Context: an optimization exercise on an open-source flow, tuned for small area. The choices shown serve that exercise and are no tape-out recipe.
Only simulation tests tie the RTL to the original design; equivalence was not proved.
The clock port is modelled as an ideal driver; clocking choices that lean on that would not hold on a real chip.
Power is estimated from default activity; no workload was simulated.

### flow/design.v
module system_top (
    input  clk,
    input  reset,
    input  serial_data_in,
    output serial_data_out,
    output parity_error,
    output frame_error
);
    wire line = serial_data_in;
    reg [7:0] B;                     
    reg [7:0] ring [0:14];           
    reg [3:0] ph;                    
    reg       pe, podd, p8, p16;     
    reg       clr;                   
    reg        busy;       
    reg        txm;        
    reg        more;       
    reg        exec;       
    wire       calc = ~busy & txm;
    reg [2:0]  cs;         
    reg [4:0]  cnt;        
    reg [3:0]  bitn;       
    reg        par;        
    reg        cy;         
    reg [3:0]  arg;        
    reg [15:0] R;          
    localparam [2:0] C_IDLE = 3'd0, C_WADDR = 3'd1, C_WDATA = 3'd2,
                     C_RADDR = 3'd3, C_OPA = 3'd4, C_OPB = 3'd5,
                     C_FUNC = 3'd6;
    wire bit_end  = (&cnt[2:0]) & (p8 | cnt[3] & (p16 | cnt[4]));
    wire is_data  = ~bitn[3];
    wire is_start = bitn[3] & bitn[1];
    wire is_par   = bitn[3] & ~bitn[1] & ~bitn[0] & pe;
    wire is_last  = bitn[3] & ~bitn[1] & (bitn[0] | ~pe);
    wire [7:0] rbyte = R[15:8];      
    wire [3:0] f     = R[11:8];      
    wire o_sub  = (arg == 4'd1);
    wire o_mul  = (arg == 4'd2);
    wire o_div  = (arg == 4'd3);
    wire o_cmp  = (arg == 4'd10) | (arg == 4'd11) | (arg == 4'd12);
    wire o_shr  = arg[3] & arg[2] & arg[0];      
    wire o_shl  = arg[3] & arg[2] & arg[1];      
    wire o_arith = (arg == 4'd0) | o_sub | o_mul | o_cmp | o_shl;
    reg [3:0] tt;                    
    always @(*) begin
        case (arg)
            4'd4:  tt = 4'b1000;
            4'd5:  tt = 4'b1110;
            4'd6:  tt = 4'b0111;
            4'd7:  tt = 4'b0001;
            4'd8:  tt = 4'b0110;
            4'd9:  tt = 4'b1001;
            default: tt = 4'b1100;   
        endcase
    end
    wire ahi  = bitn[3];             
    wire a    = o_div ? ((bitn == 4'd0) ? R[7] : more) :
                (o_mul ? R[8] : o_shr ? R[1] : R[0]) & ~ahi;
    wire b    = B[bitn[2:0]] & ~ahi & (~o_mul | R[0]);
    wire bb   = o_shl ? a : b ^ (o_sub | o_cmp | o_div & par);
    wire sum  = a ^ bb ^ cy;
    wire cyn  = a & bb | a & cy | bb & cy;
    wire cond = (arg[1:0] == 2'd2) ? par : (arg[1:0] == 2'd3) ? cy & ~par : ~cy;
    wire last_step = (cnt[2:0] == 3'd7);
    wire r    = o_cmp ? 1'b0 :
                o_div ? sum & ~last_step :   
                o_arith ? sum : tt[{a, b}];
    wire md       = o_mul | o_div;
    wire mul_step = calc & md & (bitn == 4'd8);      
    wire pass_end = (bitn == 4'd15);
    wire calc_last = md ? mul_step & last_step : pass_end;
    wire rx_start  = ~busy & ~txm & ~line;
    wire fr_end    = busy & bit_end & is_last;
    wire perr      = busy & ~txm & bit_end & is_par & (par ^ line);
    wire ferr      = busy & ~txm & bit_end & is_last & ~line;
    wire rx_abort  = perr & p8;
    wire deliver   = fr_end & ~txm & (line | ~p8);
    wire [3:0] target = (cs == C_WDATA) ? arg : (cs == C_RADDR) ? f : 4'd0;
    wire at_head   = (ph == target);
    wire in_ring   = (target != 4'd1);
    wire waits     = in_ring & ((cs == C_WDATA) | (cs == C_OPA) | (cs == C_RADDR) |
                                (cs == C_FUNC) & (f != 4'd15));
    wire step      = exec & (~waits | at_head);      
    wire ring_wr   = step & in_ring & ((cs == C_WDATA) | (cs == C_OPA));
    wire go_read   = step & (cs == C_RADDR);
    wire go_func   = step & (cs == C_FUNC) & (f != 4'd15);
    wire tx_start  = go_read | calc & calc_last;
    wire tx_next   = fr_end & txm & more;
    assign parity_error    = perr;
    assign frame_error     = ferr;
    assign serial_data_out = ~(busy & txm) | (is_data ? R[0] : is_par ? par : ~is_start);
    always @(posedge clk) begin
        if (~reset) begin
            busy <= 1'b0;
            txm  <= 1'b0;
            more <= 1'b0;
            exec <= 1'b0;
            cs   <= C_IDLE;
        end
        else begin
            exec <= deliver | exec & ~step;
            if (rx_start | tx_start)
                busy <= 1'b1;
            else if (fr_end & ~tx_next | rx_abort)
                busy <= 1'b0;
            if (tx_start | go_func)
                txm <= 1'b1;
            else if (fr_end & ~more)
                txm <= 1'b0;
            if (tx_start)
                more <= ~go_read;
            else if (tx_next)
                more <= 1'b0;
            else if (calc)
                more <= R[8];
            if (step) begin
                case (cs)
                    C_IDLE: begin
                        if (rbyte == 8'hAA) cs <= C_WADDR;
                        else if (rbyte == 8'hBB) cs <= C_RADDR;
                        else if (rbyte == 8'hCC) cs <= C_OPA;
                        else if (rbyte == 8'hDD) cs <= C_FUNC;
                    end
                    C_WADDR: cs <= C_WDATA;
                    C_OPA:   cs <= C_OPB;
                    C_OPB:   cs <= C_FUNC;
                    default: cs <= C_IDLE;
                endcase
            end
        end
    end
    wire [7:0] wd = rbyte & {8{reset}};
    wire       wsel = step & ((cs == C_WDATA) & (arg == 4'd1) | (cs == C_OPB));
    wire       wcfg  = step & (cs == C_WDATA) & (arg[3:1] == 3'b001);
    integer i;
    always @(posedge clk) begin
        if (~reset | wsel)
            B <= wd;
        if (~reset | wcfg & ~arg[0]) begin
            pe   <= wd[0] | ~reset;
            podd <= wd[1];
        end
        if (~reset | wcfg & arg[0]) begin
            p8   <= wd[3] | ~reset;
            p16  <= wd[4];
        end
    end
    always @(posedge clk) begin
        if (~reset) begin
            ph  <= 4'd0;
            clr <= 1'b1;
        end
        else begin
            ph <= (ph == 4'd15) ? 4'd0 : (ph == 4'd0) ? 4'd2 : ph + 4'd1;
            if (ph == 4'd15)
                clr <= 1'b0;
        end
    end
    wire [7:0] ring_rst = {4'b0000, ph == 4'd3, 2'b00, ph == 4'd2};
    always @(posedge clk) begin
        for (i = 0; i < 14; i = i + 1)
            ring[i] <= ring[i + 1];
        ring[14] <= clr ? ring_rst : ring_wr ? rbyte : ring[0];
    end
    always @(posedge clk) begin
        if (busy)
            cnt <= cnt + 5'd1;
        else if (calc & ~calc_last)
            cnt <= cnt + {4'd0, mul_step};
        else
            cnt <= {4'b0, ~line};
        if (rx_start | tx_start | tx_next)
            bitn <= 4'd15;
        else if (go_func | mul_step)
            bitn <= 4'd0;
        else if (busy & bit_end | calc)
            bitn <= bitn + 4'd1;
        if (go_func)
            par <= 1'b1;
        else if (calc & o_div) begin
            if (mul_step)
                par <= ~sum;
        end
        else if (calc)
            par <= par & ~sum;
        else if (busy & bit_end) begin
            if (is_start)
                par <= podd;
            else if (is_data)
                par <= par ^ (txm ? R[0] : line);
        end
        if (go_func)     
            cy <= f[0] | f[3] & ~(f[2] & f[1]);      
        else if (calc & o_div & mul_step)
            cy <= ~sum;
        else if (calc)
            cy <= cyn;
        if (step & ((cs == C_WADDR) | (cs == C_FUNC)))
            arg <= f;
        if (busy & bit_end & is_data)
            R <= {line, R[15:1]};
        else if (go_read)
            R[7:0] <= in_ring ? ring[0] : B;
        else if (go_func)
            R <= {8'h00, ring[0]};
        else if (calc) begin
            if (md & ~mul_step)
                R[15:8] <= {r, R[15:9]};
            else if (o_div)
                R[7:0] <= {R[6:0], ~sum};
            else
                R <= {r, R[15:2], (o_cmp & pass_end) ? cond : R[1]};
        end
    end
endmodule
### flow/flow/run.sh
#!/bin/bash
# Own layout flow: the standard synthesis, then the combinational logic is
# re-mapped with an area-oriented ABC script (AIG resynthesis with &deepsyn;
# flip-flops are kept untouched: same instances, names and cell types), then
# the standard layout, with clock tree synthesis told not to add dummy
# loads and to use clkbuf_4 where the clock slew allows it (flow/post_cts.tcl),
# and the port buffers made with the smallest buffer cell.
set -euo pipefail
here=$(pwd)
res=$here/orfs/results/$FLOW_PLATFORM/system_top/base

bash standard.sh synth > synth_standard.log 2>&1

lib=$FLOW_HOME/platforms/$FLOW_PLATFORM/lib/sky130_fd_sc_hd__tt_025C_1v80.lib
yosys_exe=$(command -v yosys || echo "$FLOW_HOME/../tools/install/yosys/bin/yosys")
cp "$res/1_2_yosys.v" "$here/1_2_yosys_standard.v"
LIB=$lib IN_V=$here/1_2_yosys_standard.v OUT_V=$here/1_2_yosys_resynth.v \
  ABC_SCRIPT=$here/flow/area.abc PLATFORM_CONFIG=$FLOW_HOME/platforms/$FLOW_PLATFORM/config.mk \
  "$yosys_exe" -c flow/resynth.tcl > resynth.log 2>&1
cp "$here/1_2_yosys_resynth.v" "$res/1_2_yosys.v"
touch "$res/1_2_yosys.v"
rm -f "$res/1_synth.odb"

# ports are buffered as in the standard flow, with the smallest buffer
export BUFFER_PORTS_ARGS="-buffer_cell sky130_fd_sc_hd__buf_1"
export CTS_ARGS="-sink_clustering_enable -repair_clock_nets -dont_use_dummy_load -buf_list sky130_fd_sc_hd__clkbuf_4 -root_buf sky130_fd_sc_hd__clkbuf_4"
# clock buffers that drive too much load for a clkbuf_4 are made clkbuf_8
export POST_CTS_TCL=$here/flow/post_cts.tcl
bash standard.sh finish > layout.log 2>&1
### flow/flow/area.abc
strash
&get -n
&deepsyn -I 10 -J 100 -T 900
&dch -f
&nf -a -R 1000
&put
mfs2 -a
strash
&get -n
&dch -f
&nf -a -R 1000
&put
### flow/flow/post_cts.tcl
# Run by ORFS after clock tree synthesis (POST_CTS_TCL). The clock tree is
# built from clkbuf_4; each clock buffer whose loads would see a clock slew
# above 112 ps (placement estimate) is made a clkbuf_8, then the placement
# is legalized again.
estimate_parasitics -placement
set upsized 0
foreach inst [get_cells *] {
  set m [get_property $inst ref_name]
  if {$m ne "sky130_fd_sc_hd__clkbuf_4"} { continue }
  set worst 0
  set out [get_pins -of_objects $inst -filter "direction == output"]
  foreach pin [get_pins -of_objects [get_nets -of_objects $out] -filter "direction == input"] {
    set s [get_property $pin slew_max]
    if {$s > $worst} { set worst $s }
  }
  if {$worst > 0.112} {
    replace_cell $inst sky130_fd_sc_hd__clkbuf_8
    incr upsized
  }
}
puts "post_cts: made $upsized clock buffers clkbuf_8"
detailed_placement
check_placement -verbose
estimate_parasitics -placement
### flow/flow/resynth.tcl
# Re-map the combinational logic of the standard synthesis netlist for area.
yosys -import
set lib $::env(LIB)

# the platform's don't-use cells
set dont_use {}
set fh [open $::env(PLATFORM_CONFIG) r]
set in_list 0
while {[gets $fh line] >= 0} {
  if {[regexp {^\s*export\s+DONT_USE_CELLS\s*\+?=} $line]} { set in_list 1 }
  if {$in_list} {
    foreach w [split [regsub -all {\\} $line " "] " \t"] {
      if {[string match "sky130_*" $w]} { lappend dont_use -dont_use $w }
    }
    if {![regexp {\\\s*$} $line]} { set in_list 0 }
  }
}
close $fh
puts "dont_use: $dont_use"

read_liberty -ignore_miss_func $lib
read_verilog $::env(IN_V)
hierarchy -top system_top
# flip-flops stay as they are
setattr -mod -set keep_hierarchy 1 sky130_fd_sc_hd__df* sky130_fd_sc_hd__edf*
flatten
opt_clean -purge
abc -liberty $lib {*}$dont_use -script $::env(ABC_SCRIPT)
opt_clean -purge
hilomap -singleton -hicell sky130_fd_sc_hd__conb_1 HI -locell sky130_fd_sc_hd__conb_1 LO
select system_top
write_verilog -noattr -nohex -nodec -selected $::env(OUT_V)

# check the result against the library's cells
design -reset
read_liberty -lib $lib
read_verilog $::env(OUT_V)
hierarchy -check -top system_top
check -assert -mapped
tee -o resynth_stat.txt stat -liberty $lib
### flow/standard.sh
#!/bin/bash
# synth_recipe.tcl (not shown) runs the flow's synth.tcl, then flattens the netlist and writes it again
# the make line also repeats each setting of config.mk as NAME=value (left out here)
make -C /OpenROAD-flow-scripts/flow DESIGN_CONFIG=/design/flow/config.mk WORK_HOME=/design/flow/orfs CLKGATE_MAP_FILE= SYNTH_SCRIPT=/design/flow/synth_recipe.tcl "${@:-finish}"
### flow/config.mk
export PLATFORM = sky130hd
export DESIGN_NAME = system_top
export DESIGN_NICKNAME = system_top
export VERILOG_FILES = /design/flow/design.v
export SDC_FILE = /design/flow/constraint.sdc
export NUM_CORES = 4
export LEC_CHECK = 0
export ABC_AREA = 1
export CAP_MARGIN = 20
export CORE_MARGIN = 2
export CORE_UTILIZATION = 55
export CTS_BUF_LIST = sky130_fd_sc_hd__clkbuf_8
export GPL_TIMING_DRIVEN = 0
export PLACE_DENSITY = 0.8
export SLEW_MARGIN = 20
### flow/constraint.sdc
create_clock -name core_clock -period 28.0 [get_ports {clk}]
set_input_delay 5.6000 -clock core_clock [delete_from_list [all_inputs] [get_ports {clk}]]
set_output_delay 5.6000 -clock core_clock [all_outputs]
set_load 0.01 [all_outputs]
==> results of run 1 <==
==> stage by stage <==
step	worst slack, ps	area (µm²)	instances	hold WS [ps]	utilization, %
3_5_place_dp	16000	5597	583	312.1	58.06
6_report	15990	5774	600	306.6	59.90
2_1_floorplan	16380	5411	445	309.6	-
5_1_grt	15950	5774	600	311.3	59.90
3_3_place_gp	16030	5597	583	310.6	58.06
==> power by group <==
group / internal, µW / switching, µW / leakage (µW)
Combinational: 1.81 / 2.99 / 0.000591
Clock: 40.4 / 70.0 / 0.0000989
Sequential: 261 / 2.88 / 0.00146
==> worst min-delay path by stage <==
| stage | cells past startpoint | slack (ps) | endpoint |
|---|---|---|---|
| finish | 0 | 310 | ring[6][6]$_DFF_P_ |
| global route | 0 | 310 | ring[1][6]$_DFF_P_ |
| detailed placement | 0 | 310 | ring[2][4]$_DFF_P_ |
| global placement | 0 | 310 | ring[10][2]$_DFF_P_ |
| floorplan | 0 | 310 | ring[0][0]$_DFF_P_ |
==> critical path, cell delays in order <==
cell,delay [ps]
buf_1,190
xnor2_1,100
nor2_1,150
and3b_1,210
buf_1,160
==> area by class of cell <==
type	count	area share (%)
Multi-Input combinational cell	262	26.80
Timing Repair Buffer	5	0.3250
Inverter	8	0.5200
Clock buffer	17	3.077
Tap cell	133	2.882
Sequential cell	175	66.39
==> registers in the layout, indices dropped and copies added, names as in the netlist <==
name  flops
ring    120
R        16
B         8
cnt       5
arg       4
bitn      4
ph        4
cs        3
busy      1
clr       1
cy        1
exec      1
more      1
p16       1
p8        1
par       1
pe        1
podd      1
txm       1
==> metal layers <==
metal / wire, µm / part of all wire [%]
met5: 0 / 0
met2: 4643 / 46
met4: 97 / 0.97
met3: 673 / 6.7
met1: 4595 / 46
==> out/metrics.yaml, run 1 <==
dieArea_mm2: 0.01065
end_kind: "output pin"
rsz0062_at_grt: "false"
coreArea_mm2: 0.009639
clkTransAtPathRegs_ps: 100
slew_headroom_pct: 31.21
grt_start_max_net_pins: 21
grt_util_all_layers_pct: 20.31
dr_total_vias: 3403
r2r_cells: 13
fp.dieW_um: 103.2
fmax_ghz: 0.08329
r2r-start: "arg[1]$_DFFE_PP_"
drt-pass1-iter-count: 5
clock_latency_ps: 430
syn_to_final_growth_pct: 6.705
startpoint_type: "input pin"
setup_viol: 0
start_util_pct: 56.14
num-fill-cells: 828
leakage_uw: 0.002150
grt_pass1_wl_um: 16010
tns_ps: 0
yosysWarnings: 2
hp-start: "ring[7][6]$_DFF_P_"
hpwl_um: 6794
outcome: "no timing/DRC/antenna violations"
syn_inst: 445
met1_usage_pct: 26.32
antenna_found_initial: 0
worstSetupPathType: "input pin to output pin"
drtAntennaViolNets: 0
required_ps: 22400
min_period_over_period_pct: 42.88
multiInputGateArea_mm2: 0.001548
wl_um: 10010
crit_path_start: "serial_data_in"
cts_tree: "done"
grt-ovfl-total: 0
crit_path_end: "parity_error"
wl_per_cell_um: 16.68
top_usage_layer: "met2"
final_common_cell: "dfxtp_1"
nets: 472
die_h_um: 103.2
vias_per_cell: 5.672
numPortBuffers: 5
critPathMaxFanout: 4
power.total_uw: 379.4
drive_gt1_share_pct: 3.640
r2r-end: "R[1]$_DFFE_PP_"
worst_pin_slew_ps: 1021
finalMaxSlewViolations: 0
reg2reg_slack_ps: 23840
powerDensity_mw_per_mm2: 65.70
hold_viol_final: 0
min_period_ps: 12010
drc_errors: 0
mostFrequentLayoutCells: "dfxtp_1 (142), nand2_1 (43), edfxtp_1 (33), a21oi_1 (30), nor2_1 (24)"
grt_util_met3_pct: 5.981
min_path_type: "flip-flop to flip-flop"
grt_pass1_vias: 3300
synth_nets: 448
use_met2_pct: 32.02
syn-cell-area_mm2: 0.005411
drt_iter0_drc: 297
n_antenna_cell: 0
drv_cap: 0
regArea_mm2: 0.003834
ir_drop_mv: 0.04799
gp_congestion: 0.8961
ios: 6
avgSynthCellArea_um2: 12.16
finClkSkew_ps: 23.81
rows: 36
cts_num_sinks: 175
crit_arrival_ps: 6410
==> run 2: changes to the inputs <==
--- a/flow/design.v
+++ b/flow/design.v
@@ -35,28 +35,21 @@
     wire [7:0] rbyte = R[15:8];      
     wire [3:0] f     = R[11:8];      
-    wire o_sub  = (arg == 4'd1);
-    wire o_mul  = (arg == 4'd2);
-    wire o_div  = (arg == 4'd3);
-    wire o_cmp  = (arg == 4'd10) | (arg == 4'd11) | (arg == 4'd12);
+    wire md     = ~arg[3] & ~arg[2] & arg[1];    
+    wire o_mul  = md & ~arg[0];                  
+    wire o_div  = md & arg[0];                   
+    wire o_cmp  = arg[3] & (arg[2] ? ~arg[1] & ~arg[0] : arg[1]);   
     wire o_shr  = arg[3] & arg[2] & arg[0];      
     wire o_shl  = arg[3] & arg[2] & arg[1];      
-    wire o_arith = (arg == 4'd0) | o_sub | o_mul | o_cmp | o_shl;
-    reg [3:0] tt;                    
-    always @(*) begin
-        case (arg)
-            4'd4:  tt = 4'b1000;
-            4'd5:  tt = 4'b1110;
-            4'd6:  tt = 4'b0111;
-            4'd7:  tt = 4'b0001;
-            4'd8:  tt = 4'b0110;
-            4'd9:  tt = 4'b1001;
-            default: tt = 4'b1100;   
-        endcase
-    end
+    wire o_arith = ~arg[3] & ~arg[2] | arg[3] & arg[1];
+    wire o_subtr = arg[3] | arg[0] & (~arg[1] | par);
+    wire [3:0] tt = {~arg[3] & ~arg[1] | arg[3] & arg[0],
+                     ~arg[3] & (arg[1] ^ arg[0]) | arg[3] & (~arg[0] | arg[2]),
+                     ~arg[3] & (arg[1] ^ arg[0]) | arg[3] & ~arg[0],
+                     ~arg[3] & arg[1] | arg[3] & ~arg[2] & arg[0]};
     wire ahi  = bitn[3];             
     wire a    = o_div ? ((bitn == 4'd0) ? R[7] : more) :
                 (o_mul ? R[8] : o_shr ? R[1] : R[0]) & ~ahi;
     wire b    = B[bitn[2:0]] & ~ahi & (~o_mul | R[0]);
-    wire bb   = o_shl ? a : b ^ (o_sub | o_cmp | o_div & par);
+    wire bb   = o_shl ? a : b ^ o_subtr;
     wire sum  = a ^ bb ^ cy;
     wire cyn  = a & bb | a & cy | bb & cy;
@@ -66,5 +59,4 @@
                 o_div ? sum & ~last_step :   
                 o_arith ? sum : tt[{a, b}];
-    wire md       = o_mul | o_div;
     wire mul_step = calc & md & (bitn == 4'd8);      
     wire pass_end = (bitn == 4'd15);
==> run 2 against run 1 <==
Compared with the run above: still clean on timing, DRC and antenna; clock skew grew 5.9 ps; clock power fell by 4%; sequential share of layout area is 0.19 points lower; combinational power increased by 42%; cell area up 0.28%; largest power group unchanged; highest routed layer unchanged.
==> out/metrics.yaml, run 2 <==
outcome: "no timing/DRC/antenna violations"
hpwl_um: 6947  # +2.3%
crit_arrival_ps: 6690  # +280 ps
cts_tree: "done"
hold_viol_final: 0  # unchanged
wl_per_cell_um: 15.91  # -4.6%
end_kind: "output pin"
antenna_found_initial: 0  # unchanged
syn_inst: 471  # +5.8%
vias_per_cell: 5.676  # about the same
yosysWarnings: 2  # unchanged
drtAntennaViolNets: 0  # unchanged
num-fill-cells: 793  # -4.2%
drive_gt1_share_pct: 3.448  # -0.19 points
largest-register: "ring"
critPathMaxFanout: 6  # +2
ir_drop_mv: 0.04214  # -12%
grt_pass1_vias: 3225  # -2.3%
avgSynthCellArea_um2: 11.54  # -5.1%
tns_ps: 0  # unchanged
mostFrequentLayoutCells: "dfxtp_1 (142), nand2_1 (52), nor2_1 (43), edfxtp_1 (33), o21ai_0 (33)"
power.share.switching_pct: 19.77  # -0.23 points
start_util_pct: 56.11  # about the same
grt_pass1_wl_um: 16060  # +0.30%
p_switching_uw: 74.89  # -1.3%
nets: 498  # +5.5%
fmax_ghz: 0.08137  # -2.3%
ios: 6  # unchanged
startpoint_type: "input pin"
multiInputGateArea_mm2: 0.001548  # unchanged
clkTransAtPathRegs_ps: 100  # about the same
internal_power_uw: 304.0  # +0.15%
finalMaxSlewViolations: 0  # unchanged
wl_um: 9959  # -0.50%
clock_latency_ps: 430  # about the same
grt_start_max_net_pins: 23  # +9.5%
worst_pin_slew_ps: 932.1  # -88.90 ps
synth_nets: 474  # +5.8%
drt_iter0_drc: 367  # +24%
drt-pass1-iter-count: 5  # unchanged
p_clk_share_pct: 28.1  # -1.0 points
n_antenna_cell: 0  # unchanged
rsz0062_at_grt: "false"
rows: 36  # unchanged
stdcell_count: 626  # +4.3%
wl_met3_um: 680  # +1.0%
final_common_cell: "dfxtp_1"
cts_num_sinks: 175  # unchanged
fp.dieW_um: 103.4  # +0.20%
powerDensity_mw_per_mm2: 65.44  # -0.41%
maxUsedRoutingLayer: "met4"
grt_util_all_layers_pct: 20.23  # -0.082 points
power.total_uw: 378.9  # -0.13%
setup_viol: 0  # unchanged
dieArea_mm2: 0.01069  # +0.40%
die_h_um: 103.4  # +0.20%
gp_congestion: 0.9122  # +1.8%
min_path_type: "flip-flop to flip-flop"
post-place-cells: 609  # +4.5%
min_period_ps: 12290  # +283.0 ps
slew_headroom_pct: 37.38  # +6.2 points
p_seq_share_pct: 70.1  # +0.5 points
coreArea_mm2: 0.009684  # +0.47%
grt-ovfl-total: 0  # unchanged
largestRegisters: "ring x120, R x16, B x8"
finClkSkew_ps: 29.75  # +5.942 ps
post-route-util_pct: 59.79  # -0.11 points
drv_cap: 0  # unchanged
worstSetupPathType: "input pin to output pin"
regArea_mm2: 0.003834  # unchanged
power_frac_comb_pct: 1.8  # +0.5 points
dr_total_vias: 3553  # +4.4%
required_ps: 22400  # about the same
leakage_uw: 0.002130  # -0.96%
syn_to_final_growth_pct: 6.562
numPortBuffers: 5  # unchanged
met2_length_um: 4688  # +0.97%
min_period_over_period_pct: 43.89  # +1.0 points
largest_reg_flops: 120  # unchanged
wl_met1_um: 4381  # -4.7%
drc_errors: 0  # unchanged
syn-cell-area_mm2: 0.005434  # +0.42%
==> run 2: worst paths after layout <==
check | depth (start not counted) | end | slack (ps) | startpoint
hold reg to reg | 0 | ring[1][2]$_DFF_P_ | 300 | ring[2][2]$_DFF_P_
setup reg to reg | 11 | R[7]$_DFFE_PP_ | 24030 | cs[0]$_SDFFE_PN0P_
setup / recovery | 6 | parity_error | 15710 | serial_data_in
hold / removal | 0 | ring[1][2]$_DFF_P_ | 300 | ring[2][2]$_DFF_P_
==> run 2: cell type report <==
class	instances	share of cell area [%]
sequential	175	66.21
multi-input combinational	282	26.73
clock buffer	17	2.960
tap	133	2.874
inverter	14	0.9075
timing repair buffer	5	0.3241
==> run 2: per-layer routing <==
metal  vias up  GRT usage (%)
met5         -              0
met4         0          8.704
met3        23          5.511
met2       134          31.51
met1      1679          26.71
li1       1717              -
==> run 2: worst max-delay path, stage by stage <==
cell and delay, ps:
buf_1 250, clkinv_1 140, nor2_1 150, o21ai_0 90, nor3_1 270, buf_1 190
==> run 2: through the flow <==
| step | cell area (µm²) | hold slack (ps) | setup WS, ps |
|---|---|---|---|
| 5_1_grt | 5791 | 294.6 | 15570 |
| 6_report | 5791 | 300.3 | 15710 |
| 2_1_floorplan | 5434 | 309.6 | 16210 |
| 3_5_place_dp | 5619 | 312.1 | 15750 |
| 3_3_place_gp | 5619 | 310.8 | 15800 |
==> run 2: power by group through the flow <==
stage | Clock (µW) | Sequential [µW] | Combinational (µW)
5_1_grt | 120 | 267 | 7.59
3_3_place_gp | 0 | 271 | 6.31
6_report | 106 | 266 | 6.81
3_5_place_dp | 0 | 271 | 6.69
2_1_floorplan | 0 | 270 | 4.99

## re-timing with driven ports
The flow's constraints put no driver on any port. The routed layouts listed below were extracted and timed again, unchanged, in two steps.
Step 1: set_driving_cell puts a clkbuf_16 on clk and a buf_2 on each other input, an assumption about the parent block.
Step 2 times the ports against the registers' clock, not the clock port: input delays grow and output delays shrink by t, the midpoint of the rising clock arrivals with the driver on.
Three values: ideal ports, drivers, drivers and shift; two values: the first two.
run	shift t [ns]	slack for setup (ns)	worst hold slack (ns)	slew at the worst register clock pin (ns)
run 1	0.446	15.994 / 15.969 / 15.969	0.307 / 0.307 / 0.307	0.10 / 0.10
run 2	0.443	15.711 / 15.685 / 15.685	0.300 / 0.300 / 0.300	0.10 / 0.10
After both steps every run listed still meets setup and hold. The setup slack of run 2, which loses most, moves by -0.026 ns with the drivers and by -0.026 ns with both steps.
